This is an optimization exercise on Yosys and OpenROAD, whose aim is small area, a short achievable clock period and few clock cycles, not a production implementation. Only simulation tests tie the RTL to the original design; equivalence was not proved. Power and IR drop assume default switching activity.

**design.v**
```verilog
`timescale 1ns / 1ps
module conv_top
  #(
    parameter integer C_S00_AXIS_TDATA_WIDTH = 32
  )
  (
    input wire CLK,
    input wire RESETN,
    output wire S_AXIS_TREADY,
    input wire [C_S00_AXIS_TDATA_WIDTH-1 : 0] S_AXIS_TDATA,
    input wire [(C_S00_AXIS_TDATA_WIDTH/8)-1 : 0] S_AXIS_TKEEP,
    input wire S_AXIS_TUSER,
    input wire S_AXIS_TLAST,
    input wire S_AXIS_TVALID,
    input wire M_AXIS_TREADY,
    output wire M_AXIS_TUSER,
    output wire [C_S00_AXIS_TDATA_WIDTH-1 : 0] M_AXIS_TDATA,
    output wire [(C_S00_AXIS_TDATA_WIDTH/8)-1 : 0] M_AXIS_TKEEP,
    output wire M_AXIS_TLAST,
    output wire M_AXIS_TVALID,
    input wire [31:0] PADDR,
    input wire PSEL,
    input wire PENABLE,
    input wire PWRITE,
    input wire [31:0] PWDATA,
    output wire PSLVERR,
    output wire PREADY,
    output wire [31:0] PRDATA,
    output wire [13:0] MEM_ADDR,
    output wire [31:0] MEM_WDATA,
    output wire MEM_EN,
    output wire MEM_WE,
    input wire [31:0] MEM_RDATA
  );
  assign PREADY  = 1'b1;
  assign PSLVERR = 1'b0;
  assign M_AXIS_TUSER = 1'b0;
  assign M_AXIS_TKEEP = 4'hF;
  wire       cmd_wr;
  wire [4:0] ic, oc;
  wire       fl8;
  wire       f_done, b_done, r_done, t_done;
  wire       prdata0;
  assign PRDATA = {31'd0, prdata0};
  conv_apb u_conv_apb (
    .clk(CLK), .rstn(RESETN),
    .paddr(PADDR[15:0]), .psel(PSEL), .penable(PENABLE), .pwrite(PWRITE), .pwdata(PWDATA),
    .prdata0(prdata0),
    .f_done(f_done), .b_done(b_done), .r_done(r_done), .t_done(t_done),
    .cmd_wr(cmd_wr), .ic(ic), .oc(oc), .fl8(fl8)
  );
  conv_module u_conv_module (
    .clk(CLK), .rstn(RESETN),
    .cmd_wr(cmd_wr), .cmd(PWDATA[2:0]), .ic(ic), .oc(oc), .fl8(fl8),
    .f_done(f_done), .b_done(b_done), .r_done(r_done), .t_done(t_done),
    .s_tready(S_AXIS_TREADY), .s_tdata(S_AXIS_TDATA), .s_tlast(S_AXIS_TLAST), .s_tvalid(S_AXIS_TVALID),
    .m_tdata(M_AXIS_TDATA), .m_tlast(M_AXIS_TLAST), .m_tvalid(M_AXIS_TVALID),
    .mem_addr(MEM_ADDR), .mem_wdata(MEM_WDATA), .mem_en(MEM_EN), .mem_we(MEM_WE), .mem_rdata(MEM_RDATA)
  );
endmodule
module conv_module (
  input  wire        clk,
  input  wire        rstn,
  input  wire        cmd_wr,
  input  wire [2:0]  cmd,
  input  wire [4:0]  ic,
  input  wire [4:0]  oc,
  input  wire        fl8,
  output reg         f_done,
  output reg         b_done,
  output reg         r_done,
  output reg         t_done,
  output reg         s_tready,
  input  wire [31:0] s_tdata,
  input  wire        s_tlast,
  input  wire        s_tvalid,
  output wire [31:0] m_tdata,
  output reg         m_tlast,
  output reg         m_tvalid,
  output wire [13:0] mem_addr,
  output wire [31:0] mem_wdata,
  output reg         mem_en,
  output reg         mem_we,
  input  wire [31:0] mem_rdata
);
  localparam P_IDLE = 3'd0, P_FEAT = 3'd1, P_BIAS = 3'd2, P_WLD = 3'd3,
             P_SEND = 3'd4, P_COMP = 3'd5, P_PRE = 3'd6;
  localparam OP_NONE = 3'd0, OP_A = 3'd1, OP_W = 3'd2, OP_B = 3'd3,
             OP_BIAS = 3'd4, OP_SEND = 3'd5;
  reg  [2:0]  ph;
  reg  [10:0] ma;
  reg  [63:0] rs;           
  reg         wsel;
  assign mem_addr  = {3'b000, ma};
  assign mem_wdata = wsel ? rs[63:32] : rs[31:0];
  assign m_tdata   = rs[31:0];
  wire take = s_tvalid & s_tready;
  reg  [9:0]  cnt;
  reg  [1:0]  nrep;
  reg  [23:0] lrep;
  reg         wl_last;
  reg  [23:0] trip;
  always @(*) begin
    case (nrep)
      2'd0:    trip = s_tdata[23:0];
      2'd1:    trip = {s_tdata[15:0], lrep[23:16]};
      2'd2:    trip = {s_tdata[7:0], lrep[23:8]};
      default: trip = lrep;
    endcase
  end
  reg  [3:0]  o, i;
  reg  [2:0]  r;
  reg  [1:0]  kr, q;
  reg  [2:0]  sidx;
  reg  [9:0]  wbase;
  reg  [5:0]  wi3;
  reg  [8:0]  rptr;
  reg         have_res, dummy;
  wire [1:0]  qlast    = fl8 ? 2'd3 : 2'd2;
  wire [2:0]  flm1     = fl8 ? 3'd7 : 3'd3;
  wire        r_last   = (r == flm1);
  wire [1:0]  kr_first = (r == 3'd0) ? 2'd1 : 2'd0;
  wire [1:0]  kr_last  = r_last ? 2'd1 : 2'd2;
  wire [2:0]  y        = r + {1'b0, kr} - 3'd1;
  wire [7:0]  fa0      = fl8 ? {i, y, 1'b0} : {2'b00, i, y[1:0]};
  wire [7:0]  fa1      = {i, y, 1'b1};
  wire [9:0]  waddr    = wbase + {4'd0, wi3} + {8'd0, kr};
  wire [3:0]  o_next   = r_last ? o + 4'd1 : o;
  wire        i_last   = ({1'b0, i} == ic - 5'd1);
  wire        o_last   = ({1'b0, o} == oc - 5'd1);
  reg  [2:0]  op1, op2;
  reg  [1:0]  bs1, bs2;
  reg         last1, last2;
  reg         d1a, d2a, d3a, d4a;
  reg  [1:0]  d1q, d2q, d3q, d4q;
  reg         d1f, d2f, d3f, d4f;
  reg         s2_rot, s2_first;
  reg  [31:0] fa, fb;       
  reg  [23:0] wt;           
  reg  [7:0]  bias;
  always @(posedge clk or negedge rstn) begin
    if (!rstn) begin
      ph <= P_IDLE;
      f_done <= 1'b0; b_done <= 1'b0; r_done <= 1'b0; t_done <= 1'b0;
      s_tready <= 1'b0;
      m_tvalid <= 1'b0;
      mem_en <= 1'b0; mem_we <= 1'b0;
      op1 <= OP_NONE; op2 <= OP_NONE;
      d1a <= 1'b0; d2a <= 1'b0; d3a <= 1'b0; d4a <= 1'b0;
      s2_rot <= 1'b0;
    end else begin
      mem_en <= 1'b0;
      mem_we <= 1'b0;
      op1 <= OP_NONE;
      op2 <= op1;
      m_tvalid <= (op2 == OP_SEND);
      if (m_tvalid && m_tlast) t_done <= 1'b1;
      d1a <= (ph == P_COMP);
      d2a <= d1a; d3a <= d2a; d4a <= d3a;
      s2_rot <= d4a & (fl8 | ~d4q[1]);
      if (cmd_wr) begin
        case (cmd)
          3'd1: begin ph <= P_FEAT; s_tready <= 1'b1; end
          3'd2: begin ph <= P_BIAS; s_tready <= 1'b1; end
          3'd3: begin ph <= P_WLD;  s_tready <= 1'b1; end
          3'd4: begin ph <= P_SEND; end
          default: begin
            ph <= P_IDLE; s_tready <= 1'b0;
            f_done <= 1'b0; b_done <= 1'b0; r_done <= 1'b0; t_done <= 1'b0;
          end
        endcase
      end else begin
        case (ph)
          P_FEAT, P_BIAS: begin
            if (take) begin
              mem_en <= 1'b1; mem_we <= 1'b1;
              if (s_tlast) begin
                s_tready <= 1'b0;
                ph <= P_IDLE;
                if (ph == P_FEAT) f_done <= 1'b1; else b_done <= 1'b1;
              end
            end
          end
          P_WLD: begin
            if (take) begin
              mem_en <= 1'b1; mem_we <= 1'b1;
              s_tready <= (nrep != 2'd2) & ~s_tlast;
              if (s_tlast && nrep != 2'd2) ph <= P_PRE;
            end else if (nrep == 2'd3) begin
              mem_en <= 1'b1; mem_we <= 1'b1;
              s_tready <= ~wl_last;
              if (wl_last) ph <= P_PRE;
            end
          end
          P_PRE: begin
            mem_en <= 1'b1;
            op1 <= OP_BIAS;
            ph <= P_COMP;
          end
          P_COMP: begin
            if (q == 2'd0) begin
              mem_en <= 1'b1; op1 <= OP_A;
            end else if (q == 2'd1) begin
              mem_en <= 1'b1; op1 <= OP_W;
            end else if (q == 2'd2 && fl8) begin
              mem_en <= 1'b1; op1 <= OP_B;
            end else begin
              if (sidx == 3'd1) begin
                mem_en <= 1'b1; op1 <= OP_BIAS;
              end else if (have_res && (sidx == 3'd2 || (sidx == 3'd3 && fl8))) begin
                mem_en <= 1'b1; mem_we <= 1'b1;
              end
            end
            if (q == qlast && dummy && sidx == (fl8 ? 3'd3 : 3'd2)) begin
              ph <= P_IDLE;
              r_done <= 1'b1;
            end
          end
          P_SEND: begin
            if (cnt != rptr) begin
              mem_en <= 1'b1; op1 <= OP_SEND;
            end
          end
          default: ;
        endcase
      end
    end
  end
  reg  signed [7:0] x0, x1, x2, x3;
  always @(*) begin
    case (d4q)
      2'd0: begin x0 = 8'd0;     x1 = fa[7:0];   x2 = fa[15:8];  x3 = fa[23:16]; end
      2'd1: begin x0 = fa[15:8]; x1 = fa[23:16]; x2 = fa[31:24]; x3 = fl8 ? fb[7:0] : 8'd0; end
      2'd2: begin x0 = fa[31:24]; x1 = fb[7:0];  x2 = fb[15:8];  x3 = fb[23:16]; end
      default: begin x0 = fb[15:8]; x1 = fb[23:16]; x2 = fb[31:24]; x3 = 8'd0; end
    endcase
  end
  wire signed [7:0] w0 = wt[7:0];
  wire signed [7:0] w1 = wt[15:8];
  wire signed [7:0] w2 = wt[23:16];
  wire signed [16:0] sum0 = w0 * x0 + w1 * x1 + w2 * x2;
  wire signed [16:0] sum1 = w0 * x1 + w1 * x2 + w2 * x3;
  reg  signed [16:0] s0, s1;
  reg  signed [22:0] p0a, p0b, p1a, p1b, p2a, p2b, p3a, p3b;
  wire signed [22:0] bias64 = {{9{bias[7]}}, bias, 6'd0};
  wire signed [22:0] base_a = s2_first ? bias64 : p0a;
  wire signed [22:0] base_b = s2_first ? bias64 : p0b;
  wire signed [22:0] new_a  = base_a + {{6{s0[16]}}, s0};
  wire signed [22:0] new_b  = base_b + {{6{s1[16]}}, s1};
  function [7:0] sat;
    input [22:0] v;
    begin
      if (v[22])              sat = 8'd0;
      else if (|v[21:13])     sat = 8'h7F;
      else                    sat = {1'b0, v[12:6]};
    end
  endfunction
  always @(posedge clk) begin
    d1q <= q; d2q <= d1q; d3q <= d2q; d4q <= d3q;
    d1f <= (sidx == 3'd0); d2f <= d1f; d3f <= d2f; d4f <= d3f;
    s2_first <= d4f;
    bs2 <= bs1;
    last2 <= last1;
    s0 <= sum0;
    s1 <= sum1;
    case (op2)
      OP_A:    fa <= mem_rdata;
      OP_W:    wt <= mem_rdata[23:0];
      OP_B:    fb <= mem_rdata;
      OP_BIAS: begin
        case (bs2)
          2'd0: bias <= mem_rdata[7:0];
          2'd1: bias <= mem_rdata[15:8];
          2'd2: bias <= mem_rdata[23:16];
          default: bias <= mem_rdata[31:24];
        endcase
      end
      OP_SEND: begin
        rs[31:0] <= mem_rdata;
        m_tlast <= last2;
      end
      default: ;
    endcase
    if (s2_rot) begin
      p0a <= p1a; p0b <= p1b;
      p1a <= fl8 ? p2a : new_a;
      p1b <= fl8 ? p2b : new_b;
      p2a <= p3a; p2b <= p3b;
      p3a <= new_a; p3b <= new_b;
      if (s2_first) rs <= {sat(p0b), sat(p0a), rs[63:16]};
    end
    if (cmd_wr) begin
      cnt <= 10'd0;
      nrep <= 2'd0;
      wl_last <= 1'b0;
    end else begin
      case (ph)
        P_FEAT, P_BIAS: begin
          if (take) begin
            ma <= (ph == P_FEAT) ? {3'b000, cnt[7:0]} : {9'b001000000, cnt[1:0]};
            wsel <= 1'b0;
            rs[31:0] <= s_tdata;
            cnt <= cnt + 10'd1;
          end
        end
        P_WLD: begin
          if (take) begin
            ma <= {1'b1, cnt};
            wsel <= 1'b0;
            rs[31:0] <= {s_tdata[31:24], trip};
            cnt <= cnt + 10'd1;
            lrep <= s_tdata[31:8];
            nrep <= nrep + 2'd1;
            if (s_tlast) wl_last <= 1'b1;
          end else if (nrep == 2'd3) begin
            ma <= {1'b1, cnt};
            rs[23:0] <= lrep;
            cnt <= cnt + 10'd1;
            nrep <= 2'd0;
          end
        end
        P_PRE: begin
          ma <= {3'b001, 8'd0};
          bs1 <= 2'd0;
          o <= 4'd0; r <= 3'd0; i <= 4'd0; kr <= 2'd1; q <= 2'd0;
          sidx <= 3'd0; wbase <= 10'd0; wi3 <= 6'd0; rptr <= 9'd0;
          have_res <= 1'b0; dummy <= 1'b0;
        end
        P_COMP: begin
          if (q == 2'd0) ma <= {3'b000, fa0};
          else if (q == 2'd1) ma <= {1'b1, waddr};
          else if (q == 2'd2 && fl8) ma <= {3'b000, fa1};
          else if (sidx == 3'd1) begin
            ma <= {9'b001000000, o_next[3:2]};
            bs1 <= o_next[1:0];
          end else begin
            ma <= {3'b010, rptr[7:0]};
            wsel <= ~fl8 | (sidx == 3'd3);
            if (have_res && (sidx == 3'd2 || (sidx == 3'd3 && fl8))) rptr <= rptr + 9'd1;
          end
          if (q == qlast) begin
            q <= 2'd0;
            if (dummy) begin
              if (sidx != 3'd4) sidx <= sidx + 3'd1;
            end else if (kr != kr_last) begin
              kr <= kr + 2'd1;
              if (sidx != 3'd4) sidx <= sidx + 3'd1;
            end else if (!i_last) begin
              i <= i + 4'd1;
              wi3 <= wi3 + 6'd3;
              kr <= kr_first;
              if (sidx != 3'd4) sidx <= sidx + 3'd1;
            end else begin
              i <= 4'd0;
              wi3 <= 6'd0;
              have_res <= 1'b1;
              sidx <= 3'd0;
              if (!r_last) begin
                r <= r + 3'd1;
                kr <= 2'd0;
              end else begin
                r <= 3'd0;
                kr <= 2'd1;
                if (!o_last) begin
                  o <= o + 4'd1;
                  wbase <= wbase + {3'd0, ic, 1'b0} + {5'd0, ic};
                end else begin
                  dummy <= 1'b1;
                end
              end
            end
          end else begin
            q <= q + 2'd1;
          end
        end
        P_SEND: begin
          if (cnt[8:0] != rptr) begin
            ma <= {3'b010, cnt[7:0]};
            last1 <= (cnt[8:0] == rptr - 9'd1);
            cnt <= cnt + 10'd1;
          end
        end
        default: ;
      endcase
    end
  end
endmodule
module conv_apb (
  input  wire        clk,
  input  wire        rstn,
  input  wire [15:0] paddr,
  input  wire        psel,
  input  wire        penable,
  input  wire        pwrite,
  input  wire [31:0] pwdata,
  output reg         prdata0,
  input  wire        f_done,
  input  wire        b_done,
  input  wire        r_done,
  input  wire        t_done,
  output wire        cmd_wr,      
  output reg  [4:0]  ic,
  output reg  [4:0]  oc,
  output reg         fl8
);
  wire hi0  = (paddr[15:6] == 10'd0);
  wire wr   = psel & penable & pwrite & hi0;
  assign cmd_wr = wr & (paddr[5:2] == 4'h0);
  always @(posedge clk) begin
    if (wr && paddr[5:2] == 4'h1) ic  <= pwdata[4:0];
    if (wr && paddr[5:2] == 4'h2) oc  <= pwdata[4:0];
    if (wr && paddr[5:2] == 4'h3) fl8 <= pwdata[3];
  end
  reg st;
  always @(*) begin
    case (paddr[5:2])
      4'h8: st = f_done;
      4'h9: st = b_done;
      4'hA: st = r_done;
      4'hB: st = t_done;
      default: st = 1'b0;
    endcase
  end
  always @(posedge clk or negedge rstn) begin
    if (!rstn) prdata0 <= 1'b0;
    else       prdata0 <= psel & ~penable & ~pwrite & hi0 & st;
  end
endmodule
```
**run.sh**
```bash
#!/bin/bash
# synth_recipe.tcl (not shown) runs the flow's synth.tcl, then flattens the netlist and writes it again
# the make line also repeats each setting of config.mk as NAME=value (left out here)
make -C /OpenROAD-flow-scripts/flow DESIGN_CONFIG=/design/flow/config.mk WORK_HOME=/design/flow/orfs CLKGATE_MAP_FILE= SYNTH_SCRIPT=/design/flow/synth_recipe.tcl finish
```
**config.mk**
```make
export PLATFORM = sky130hd
export DESIGN_NAME = conv_top
export DESIGN_NICKNAME = conv_top
export VERILOG_FILES = /design/flow/design.v
export SDC_FILE = /design/flow/constraint.sdc
export NUM_CORES = 4
export LEC_CHECK = 0
export CAP_MARGIN = 20
export CORE_MARGIN = 2
export CORE_UTILIZATION = 40
export SLEW_MARGIN = 20
```
**constraint.sdc**
```tcl
create_clock -name core_clock -period 10.0 [get_ports {CLK}]
set_input_delay 2.0000 -clock core_clock [delete_from_list [all_inputs] [get_ports {CLK}]]
set_output_delay 2.0000 -clock core_clock [all_outputs]
set_load 0.01 [all_outputs]
```
==> summary.txt <==
==> metal layers <==
| layer | GRT usage (%) | vias up |
|---|---|---|
| met5 | 0 | - |
| met2 | 32.8 | 629 |
| li1 | - | 13700 |
| met4 | 5.21 | 6 |
| met1 | 28.2 | 14600 |
| met3 | 2.21 | 120 |
==> report_power, final <==
| group | switching, mW | leakage (nW) | internal, mW |
|---|---|---|---|
| registers | 0.000650 | 4.83 | 2.31 |
| clock network | 0.898 | 0.935 | 1.29 |
| logic | 0.0447 | 14.2 | 0.0375 |
| total | 0.943 | 20.0 | 3.64 |
==> per-stage QoR <==
step,instance area (µm²),total power [mW],hold WS [ps],std cells
after detailed placement,45000,2.44,312,5543
after CTS,46900,4.63,320,5648
after global routing,47000,4.72,326,5652
after global placement,45000,2.44,310,5543
after floorplan,42300,2.39,310,4163
final,47000,4.58,324,5652
==> cells in the final DEF, fill, tap and decap left out, drive strengths merged, types with 41 or more instances in the layout <==
| cell | synthesis | routed |
|---|---|---|
| a21o | 55 | 55 |
| a21oi | 267 | 267 |
| and2 | 203 | 203 |
| buf | 96 | 43 |
| clkbuf | 128 | 76 |
| clkdlybuf4s50 | 0 | 170 |
| conb | 2 | 41 |
| dfxtp | 95 | 95 |
| edfxtp | 404 | 404 |
| fa | 375 | 375 |
| ha | 294 | 294 |
| inv | 646 | 650 |
| mux2 | 65 | 65 |
| nand2 | 329 | 329 |
| nand2b | 41 | 41 |
| nand3 | 48 | 48 |
| nor2 | 171 | 171 |
| nor2b | 95 | 95 |
| o21ai | 155 | 155 |
| xnor2 | 166 | 166 |
| xor2 | 73 | 73 |
==> synthesized netlist by cell type, types with 9 or more instances <==
library cell	instances
dfxtp_1	95
mux2_2	65
o21ai_1	11
fa_1	375
a41oi_1	9
xnor2_1	166
nand2b_1	41
o21bai_1	21
buf_1	15
a31oi_1	26
a22oi_1	34
mux4_2	14
a21boi_0	20
and3_1	14
nand4_1	13
o211ai_1	10
a21oi_1	266
or2_2	20
buf_4	74
a211oi_1	13
a21o_1	55
nor2_1	171
ha_1	294
inv_1	645
nor3_1	33
dfrtp_1	23
a221oi_1	12
o21a_1	9
edfxtp_1	404
nand3_1	48
nor2b_1	95
o31ai_1	10
nand2_1	328
nor4_1	9
xor2_1	73
o21ai_0	144
or3_1	9
clkbuf_1	128
mux2i_1	23
and2_1	203
a2bb2oi_1	16
==> final cells by class <==
class	instances	area [µm²]
Antenna cell	2	5.00
Clock buffer	74	1520
Clock inverter	31	419
Fill cell	9946	58000
Inverter	646	2420
Multi-Input combinational cell	2771	24200
Sequential cell	522	14600
Tap cell	1391	1740
Timing Repair Buffer	215	2040
==> worst max-delay path, stage by stage (launching register included) <==
cell and delay [ps]:
dfxtp_2 580, buf_4 440, mux2_2 400, a22oi_1 780
nor2b_1 120, ha_1 360, fa_1 470, ha_1 310
inv_1 60, fa_1 470, inv_1 40, ha_1 210
fa_1 470, a21o_1 210, a21oi_1 230, o21bai_1 90
a21oi_1 240, o21ai_0 210, a21o_1 220, a21oi_1 170
xor2_1 300, fa_1 450, inv_1 70, ha_1 240
or2_2 310, a21oi_1 170, a21oi_2 50, xnor2_1 230
==> worst max path at each step <==
| stage | depth (start not counted) | to | slack, ps | start |
|---|---|---|---|---|
| 3_5_place_dp | 27 | u_conv_module.s0[16] | 2060 | u_conv_module.d4q[1] |
| 2_1_floorplan | 30 | u_conv_module.s1[16] | 2990 | u_conv_module.d4q[1] |
| 6_report | 27 | u_conv_module.s0[16] | 2000 | u_conv_module.d4q[1] |
| 4_1_cts | 27 | u_conv_module.s0[16] | 1980 | u_conv_module.d4q[1] |
| 3_3_place_gp | 25 | u_conv_module.s0[13] | 2120 | u_conv_module.d4q[1] |
| 5_1_grt | 27 | u_conv_module.s0[16] | 1520 | u_conv_module.d4q[1] |
==> state kept, by name, summed over array words and instances (netlist names), 5 cells and up <==
signal	cells
u_conv_module.fb	32
u_conv_module.wt	24
u_conv_module.s0	17
u_conv_module.p1b	23
u_conv_module.p0b	23
u_conv_module.rs	60
u_conv_module.p2a	23
u_conv_apb.ic	5
u_conv_module.wbase	10
u_conv_module.bias	8
u_conv_module.p1a	23
u_conv_apb.oc	5
u_conv_module.p3b	23
u_conv_module.p0a	23
u_conv_module.p3a	23
u_conv_module.cnt	10
u_conv_module.wi3	6
u_conv_module.rptr	9
u_conv_module.ma	11
u_conv_module.s1	17
u_conv_module.p2b	23
u_conv_module.fa	32
u_conv_module.lrep	24
==> logic make-up (layout without fill, tap and decap cells) <==
group / after synthesis / in the layout
DFF: 522 / 522
adders and majority gates: 670 / 670
and+or+nand+nor: 1007 / 1007
other: 2 / 43
muxes: 102 / 102
xor gates and xnor gates: 239 / 239
buffers and inverters: 870 / 966
AOI/OAI and AO/OA: 712 / 712
==> impl_metrics.env <==
export IMPL_status="no timing/DRC/antenna violations"
export IMPL_antenna_found_initial=10
export IMPL_wl_met1_um=48600
export IMPL_min_period_ps=8000
export IMPL_worstSetupPathType="reg -> reg"
export IMPL_postLayoutCoreUtil_pct=44.7
export IMPL_start_util_pct=40.2
export IMPL_drc=0
export IMPL_syn2layout_area_growth_pct=11.4
export IMPL_p_leak_nw=20.0
export IMPL_ant_nets=0
export IMPL_final_layout_size_suffix_gt1_share_pct=6.13
export IMPL_drtPass1Iterations=7
export IMPL_synth_edf_count=404
export IMPL_ys_ff_latch=522
export IMPL_slew_headroom_pct=24.1
export IMPL_yosysSeqAreaShare_pct=34.7
export IMPL_timing_rr_end="u_conv_module.s0[16]"
export IMPL_yosys_cell_types_count=81
export IMPL_synth_compound_area_share_pct=10.5
export IMPL_r2r_slack_ps=2000
export IMPL_io_pins=263
export IMPL_top_layer_used="met5"
export IMPL_setup_tns_ps=0
export IMPL_path_clk_slew_ps=60
export IMPL_vdd_drop_max_v=0.000139
export IMPL_place_congestion=0.882
export IMPL_ys_warn_count=2
export IMPL_synthMuxAreaShare_pct=3.03
export IMPL_cts_tree="built"
export IMPL_dr_wl_met2_um=51600
export IMPL_dp_hpwl_um=81100
export IMPL_reg2reg_depth=27
export IMPL_overflow=0
export IMPL_num_rows=119
export IMPL_grt_util_all_layers_pct=20.0
export IMPL_cap_violations=0
export IMPL_first_iter_violations=1922
export IMPL_drv_slew=0
export IMPL_wl_met3_um=4880
export IMPL_fin_ws_ps=2000
export IMPL_cts_root_buf="clkbuf_16"
export IMPL_holdPathEnd="u_conv_module.d3q[0]"
export IMPL_clk_insertion_delay_late_ps=640
export IMPL_synth_area_per_cell_um2=10.2
export IMPL_synth_flop_cell="edfxtp_1"
export IMPL_rsz0062_at_grt="false"
export IMPL_hold_class="reg -> reg"
export IMPL_end_kind="flip-flop"
export IMPL_syn_inst=4124
export IMPL_dp_slack_ps=2060
export IMPL_grt_pass1_vias=28900
export IMPL_worstPathArrival_ps=8550
export IMPL_fin_nets=5022
export IMPL_synthTopCellsByArea="edfxtp_1 29%, fa_1 18%, ha_1 8.7%"
export IMPL_synthAdderAreaFrac_pct=26.6
export IMPL_worst_pin_slew_ps=1140
export IMPL_synth_top_cell_area_share_pct=28.8
export IMPL_die_w_um=329
export IMPL_die_area_um2=108000
export IMPL_grt_pass1_wl_um=169000
export IMPL_r2r_start="u_conv_module.d4q[1]"
export IMPL_clock_path_buffers=3
export IMPL_hold_buffers=0
export IMPL_cts_setup_buffers=0
export IMPL_vias=29000
export IMPL_hold_violations=0
export IMPL_design_core_area_um2=105000
export IMPL_synthSimpleGateAreaFrac_pct=11.8
export IMPL_vias_per_cell=5.14
export IMPL_grt_max_degree=91
export IMPL_setup_violations=0
export IMPL_worstPathRequired_ps=10550
export IMPL_holdPathStages=0
export IMPL_netlist_area_um2=42200
export IMPL_cts_sinks=522
export IMPL_htreeDepth=2
export IMPL_pwr_density_cell_nw_per_um2=97.6
export IMPL_die_h_um=329
export IMPL_numCtsBuffers=56
export IMPL_skew_ps=62.2
export IMPL_post_route_period_util_pct=80.0
export IMPL_drt_wl_total_um=108000
export IMPL_cp_start_kind="flip-flop"
export IMPL_path_max_fanout=25
export IMPL_wl_per_cell_um=19.1
export IMPL_cts_resized=0
export IMPL_place_port_buffers=170
export IMPL_fmax_mhz=125
export IMPL_hp_start="u_conv_module.d2q[0]"
export IMPL_synth_xor_area_share_pct=4.97
export IMPL_synth_top_family_by_area="adder cells"
export IMPL_synth_top_area_cell="edfxtp_1"
export IMPL_async_reset_ff_share_pct=4.41
Testbench counts, summed over its fixed seeds: cycles 11,340.

==> separate check: timing with driven ports <==
The flow's constraints put no driver on any port. The routed layout listed below was extracted and timed again, unchanged, in two steps.
Step 1: set_driving_cell puts a clkbuf_16 on CLK and a buf_2 on each other input, an assumption about the parent block.
Step 2 adds t to the input delays and takes it off the output delays; t is the mean of the earliest and latest rising clock arrival at the registers after step 1. Input paths then give back, and output paths get back, about the clock's delay inside the block.
a / b / c = no drivers / after step 1 / after step 2; a / b = the first two.
t, ns: 0.677
setup WS [ns]: 2.001 / 2.001 / 2.001
hold WS [ns]: 0.324 / 0.324 / 0.324
worst setup path after step 2: register to register
worst register clock-pin slew, ns: 0.07 / 0.07
After both steps setup and hold are still met in this run. For this run, drivers alone change the setup slack by 0.000 ns; drivers and shift together by 0.000 ns.
